Context: an optimization exercise on an open-source flow, tuned for small area. The choices shown serve that exercise and are no tape-out recipe. In this exercise RTL edits were held to simulation tests only and were not proved equivalent to the original. Power and IR drop assume default switching activity.

## north
==> module main, before the edit <==
module main (clk, rst, zeroLevel, mediaLevel, highLevel ,sp512, sn512, sn64, sp8, sn1, sinput, szero,sck,cs,miso,mosi);
    input clk, rst, zeroLevel, mediaLevel, highLevel;
    output wire sp512, sn512, sinput, szero;
    output reg sn64,sp8, sn1;
    input wire sck;
    input wire cs;
    output wire miso;
    input wire mosi;
    localparam W = 14;
    parameter            IDLE   = 3'd0 ;
    parameter            RUNUP   = 3'd1 ;
    parameter            RUNDOWN  = 3'd2 ;
    parameter            N64  = 3'd3 ;
    parameter            P8  = 3'd4 ;
    parameter            N1  = 3'd5 ;
    wire p0, p1, p2, p122, p126, p247;
    wire tick;
    reg [2:0] status;
    reg rundownreg;
    wire start;
    wire isrunup;
    wire runupw;
    wire modestN, modestP;
    wire rdown;
    reg [W-1:0] pwmNB, pwmPB;
    wire [2:0] nrun;
    reg [2:0] stNrun;
    reg [W-1:0] stpwmNB, stpwmPB;
    reg [11:0] strundown;
    reg [7:0]  stN64;
    reg [7:0]  stP8;
    reg [7:0]  stN1;
    reg [11:0] trundown;
    reg [7:0]  tN64;
    reg [7:0]  tP8;
    reg [7:0]  tN1;
    reg [2:0]  error;
    wire [2:0] nplc;
    wire sgrundown;
    wire startRise;
    reg [1:0] vcnt;
    wire valid = vcnt[1];
    wire [W-1:0] stpwmPA;
    wire [W-1:0] nruns = stNrun * 14'd2000;
    genvar gi;
    wire [W:0] brw;
    assign brw[0] = 1'b0;
    generate
        for(gi = 0; gi < W; gi = gi + 1) begin : sub
            assign stpwmPA[gi] = nruns[gi] ^ stpwmPB[gi] ^ brw[gi];
            assign brw[gi+1] = (!nruns[gi] && (stpwmPB[gi] || brw[gi])) || (stpwmPB[gi] && brw[gi]);
        end
    endgenerate
    assign isrunup = (status == RUNUP);
    assign sp512 = isrunup? runupw: rundownreg;
    assign sgrundown = rdown && (nrun != 3'd0);
    clkgen tb0(.clk(clk), .rst(rst), .tick(tick), .p0(p0), .p1(p1), .p2(p2), .p122(p122), .p126(p126), .p247(p247));
    siggen gen(.clk(clk),.en(tick),.rst(rst),.npl(nplc),.zero(szero),.runup(sinput),.start(start),.startRise(startRise),.nrun(nrun),.rdown(rdown));
    pwmgen pwmN(.clk(clk), .rst(rst), .enable(sinput), .mode(!mediaLevel), .p0(p0), .p2(p2), .p122(p122), .p126(p126), .p247(p247), .pwm(sn512), .modest(modestN));
    pwmgen pwmP(.clk(clk), .rst(rst), .enable(sinput), .mode(highLevel), .p0(p0), .p2(p2), .p122(p122), .p126(p126), .p247(p247), .pwm(runupw), .modest(modestP));
    spi aaa(.stpwmNB(stpwmNB), .stpwmPA(stpwmPA), .stpwmPB(stpwmPB), .strundown(strundown),
            .stN64(stN64), .stP8(stP8), .stN1(stN1), .valid(valid), .sck(sck), .cs(cs),.mosi(mosi), .miso(miso), .error(error), .nplc(nplc), .msclk(clk), .rst(rst));
    always @(posedge clk or negedge rst)
    begin
        if(!rst)
            vcnt <= 2'b0;
        else if(startRise)
            vcnt <= {vcnt[1] | vcnt[0], 1'b1};
    end
    always @(posedge clk)
    begin
        if(start) begin
            pwmNB <= {W{1'b0}};
            pwmPB <= {W{1'b0}};
        end
        else if(sinput && p1) begin
            if(modestN)
                pwmNB <= pwmNB + 1'b1;
            if(modestP)
                pwmPB <= pwmPB + 1'b1;
        end
    end
    always @(posedge clk)
    begin
        if(startRise) begin
            stpwmNB <= pwmNB;
            stpwmPB <= pwmPB;
            stNrun <= nrun;
            strundown <= trundown;
            stN64 <= tN64;
            stP8 <= tP8;
            stN1 <= tN1;
        end
    end
    wire live = !szero;
    wire goRD     = live && (status == RUNUP) && sgrundown;
    wire rdCount  = live && (status == RUNDOWN) && zeroLevel && (trundown != 12'd4095);
    wire n64Enter = live && (status == RUNDOWN) && !zeroLevel;
    wire n64Count = live && (status == N64) && !zeroLevel && (trundown != 12'd255);
    wire p8Enter  = live && (status == N64) && zeroLevel;
    wire p8Count  = live && (status == P8) && zeroLevel && (trundown != 12'd255);
    wire n1Enter  = live && (status == P8) && !zeroLevel;
    wire n1Count  = live && (status == N1) && !zeroLevel && (trundown != 12'd255);
    always @(posedge clk)
    begin
        if(goRD) begin
            trundown <= 12'b1;
            tN64 <= 8'b0;
            tP8 <= 8'b0;
            tN1 <= 8'b0;
        end
        else begin
            if(rdCount)
                trundown <= trundown + 12'b1;
            if(n64Enter)
                tN64 <= 8'b1;
            else if(n64Count)
                tN64 <= tN64 + 8'b1;
            if(p8Enter)
                tP8 <= 8'b1;
            else if(p8Count)
                tP8 <= tP8 + 8'b1;
            if(n1Enter)
                tN1 <= 8'b1;
            else if(n1Count)
                tN1 <= tN1 + 8'b1;
        end
    end
    always @(posedge clk or negedge rst)
    begin
        if(!rst) begin
            status <= IDLE;
            sn64 <= 1'b0;
            sp8 <= 1'b0;
            sn1 <= 1'b0;
            rundownreg  <= 1'b1;
            error <= 3'b0;
        end
        else begin
            if(szero) begin
                sn1 <= 1'b0;
                sp8 <= 1'b0;
                sn64 <= 1'b0;
                rundownreg <= 1'b0;
                status <= IDLE;
            end
            else begin
                case(status)
                    IDLE:
                        if(start)
                            status <= RUNUP;
                    RUNUP:
                        if(sgrundown) begin
                            rundownreg  <= 1'b1;
                            if(zeroLevel) begin
                                error <= 3'd0;
                                status <= RUNDOWN;
                            end
                            else begin
                                error <= 3'd1;
                                status <= IDLE;
                            end
                        end
                    RUNDOWN:
                        if(zeroLevel) begin
                            if(trundown == 12'd4095) begin
                                error <= 3'd2;
                                status <= IDLE;
                            end
                        end
                        else begin
                            rundownreg  <= 1'b0;
                            status <= N64;
                            sn64 <= 1'b1;
                        end
                    N64:
                        if(!zeroLevel) begin
                            if(trundown == 12'd255) begin
                                error <= 3'd3;
                                status <= IDLE;
                            end
                        end
                        else begin
                            sn64  <= 1'b0;
                            status <= P8;
                            sp8 <= 1'b1;
                        end
                    P8:
                        if(zeroLevel) begin
                            if(trundown == 12'd255) begin
                                error <= 3'd4;
                                status <= IDLE;
                            end
                        end
                        else begin
                            sp8  <= 1'b0;
                            status <= N1;
                            sn1 <= 1'b1;
                        end
                    N1:
                        if(!zeroLevel) begin
                            if(trundown == 12'd255) begin
                                error <= 3'd5;
                                status <= IDLE;
                            end
                        end
                        else begin
                            sn1  <= 1'b0;
                            status <= IDLE;
                        end
                    default: ;
                endcase
            end
        end
    end
endmodule
==> flow/config.mk <==
export PLATFORM = sky130hd
export DESIGN_NAME = main
export DESIGN_NICKNAME = main
export VERILOG_FILES = /design/flow/design.v
export SDC_FILE = /design/flow/constraint.sdc
export NUM_CORES = 4
export LEC_CHECK = 0
export CAP_MARGIN = 20
export CORE_MARGIN = 2
export CORE_UTILIZATION = 60
export SLEW_MARGIN = 20
==> flow/constraint.sdc <==
create_clock -name core_clock -period 10.0 [get_ports {clk}]
set_input_delay 2.0000 -clock core_clock [delete_from_list [all_inputs] [get_ports {clk}]]
set_output_delay 2.0000 -clock core_clock [all_outputs]
set_load 0.01 [all_outputs]
standard.sh (not shown) runs the stock make flow with config.mk's settings and CLKGATE_MAP_FILE= SYNTH_SCRIPT=/design/flow/synth_recipe.tcl, a recipe that flattens the netlist after the stock synthesis.
==> flow/flow/run.sh <==
#!/bin/bash
# Layout: the standard flow (standard.sh, standard synthesis unchanged)
# with two settings of its own, passed to ORFS through the environment:
#  - clock tree synthesis: no dummy loads, clkbuf_16 leaf buffers, small
#    root and tree buffers (the design has large timing slack)
#  - port buffering: every input and output port still gets a buffer, a buf_1
# The make output goes to standard.log here; ORFS keeps its per-step logs
# under orfs/logs.
set -euo pipefail
export CTS_ARGS="-sink_clustering_enable -repair_clock_nets -dont_use_dummy_load -sink_clustering_size 30 -sink_clustering_max_diameter 100 -buf_list sky130_fd_sc_hd__clkbuf_16 -root_buf sky130_fd_sc_hd__clkbuf_2 -tree_buf sky130_fd_sc_hd__clkbuf_2"
export BUFFER_PORTS_ARGS="-buffer_cell sky130_fd_sc_hd__buf_1"
bash standard.sh > standard.log 2>&1
north ran to completion and came out clean on the timing, DRC and antenna checks.
The inputs of south differ from those of north as listed below.
--- a/flow/design.v
+++ b/flow/design.v
@@ -300,19 +300,18 @@
             vcnt <= 2'b0;
         else if(startRise)
             vcnt <= {vcnt[1] | vcnt[0], 1'b1};
     end
+    wire pev = sinput && p1;
     always @(posedge clk)
     begin
         if(start) begin
             pwmNB <= {W{1'b0}};
             pwmPB <= {W{1'b0}};
         end
-        else if(sinput && p1) begin
-            if(modestN)
-                pwmNB <= pwmNB + 1'b1;
-            if(modestP)
-                pwmPB <= pwmPB + 1'b1;
+        else begin
+            pwmNB <= pwmNB + (pev && modestN);
+            pwmPB <= pwmPB + (pev && modestP);
         end
     end
     always @(posedge clk)
     begin
@@ -343,22 +342,12 @@
             tP8 <= 8'b0;
             tN1 <= 8'b0;
         end
         else begin
-            if(rdCount)
-                trundown <= trundown + 12'b1;
-            if(n64Enter)
-                tN64 <= 8'b1;
-            else if(n64Count)
-                tN64 <= tN64 + 8'b1;
-            if(p8Enter)
-                tP8 <= 8'b1;
-            else if(p8Count)
-                tP8 <= tP8 + 8'b1;
-            if(n1Enter)
-                tN1 <= 8'b1;
-            else if(n1Count)
-                tN1 <= tN1 + 8'b1;
+            trundown <= trundown + rdCount;
+            tN64 <= tN64 + (n64Enter || n64Count);
+            tP8 <= tP8 + (p8Enter || p8Count);
+            tN1 <= tN1 + (n1Enter || n1Count);
         end
     end
     always @(posedge clk or negedge rst)
     begin
Results
As far as non-clock buffer count goes, north and south are indistinguishable; the numbers are identical. Delta (south minus north): met3 track utilization from global routing now larger, global-route wire length before repair dropped about 7%, multi-input logic portion of the cell area dropped 1.3 points. Looking at number of distinct library cells after synthesis, south sits 5 below north. Area of placed instances came out lower on south than on north. For the area growth from synthesis to final layout, south came in 0.31 points higher than north did. The higher clock group share of total power of south and north is in south. Row final period demand of the worst path: south higher / north lower. The final reports for south and north show tightest hold margin lower in the former. Between south and north, the data-path buffer share of cell area in the final layout does not differ in any meaningful way.

==> afterwards: timing with drivers on the ports <==
In the flow no input, the clock included, has a driving cell. The finished layouts below were timed again as built, in two steps. Step 1 sets driving cells, clkbuf_16 on the clock port and buf_2 on the other inputs (assumed; they add their load-dependent delay and slew). Step 2 times the ports against the registers' clock, not the clock port: input delays grow and output delays shrink by t, the midpoint of the rising clock arrivals with the driver on. a / b / c = no drivers / after step 1 / after step 2; a / b = the first two.
| run | shift t [ns] | setup WS [ns] | worst setup path at the end | latest minus earliest clock arrival (ns) | worst register clock-pin slew, ns |
|---|---|---|---|---|---|
| north | 0.672 | 5.083 / 5.083 / 5.083 | register to register | 0.058 / 0.059 | 0.11 / 0.11 |
| south | 0.713 | 4.985 / 4.985 / 4.985 | register to register | 0.079 / 0.079 | 0.12 / 0.12 |
After both steps every run listed still meets setup and hold.
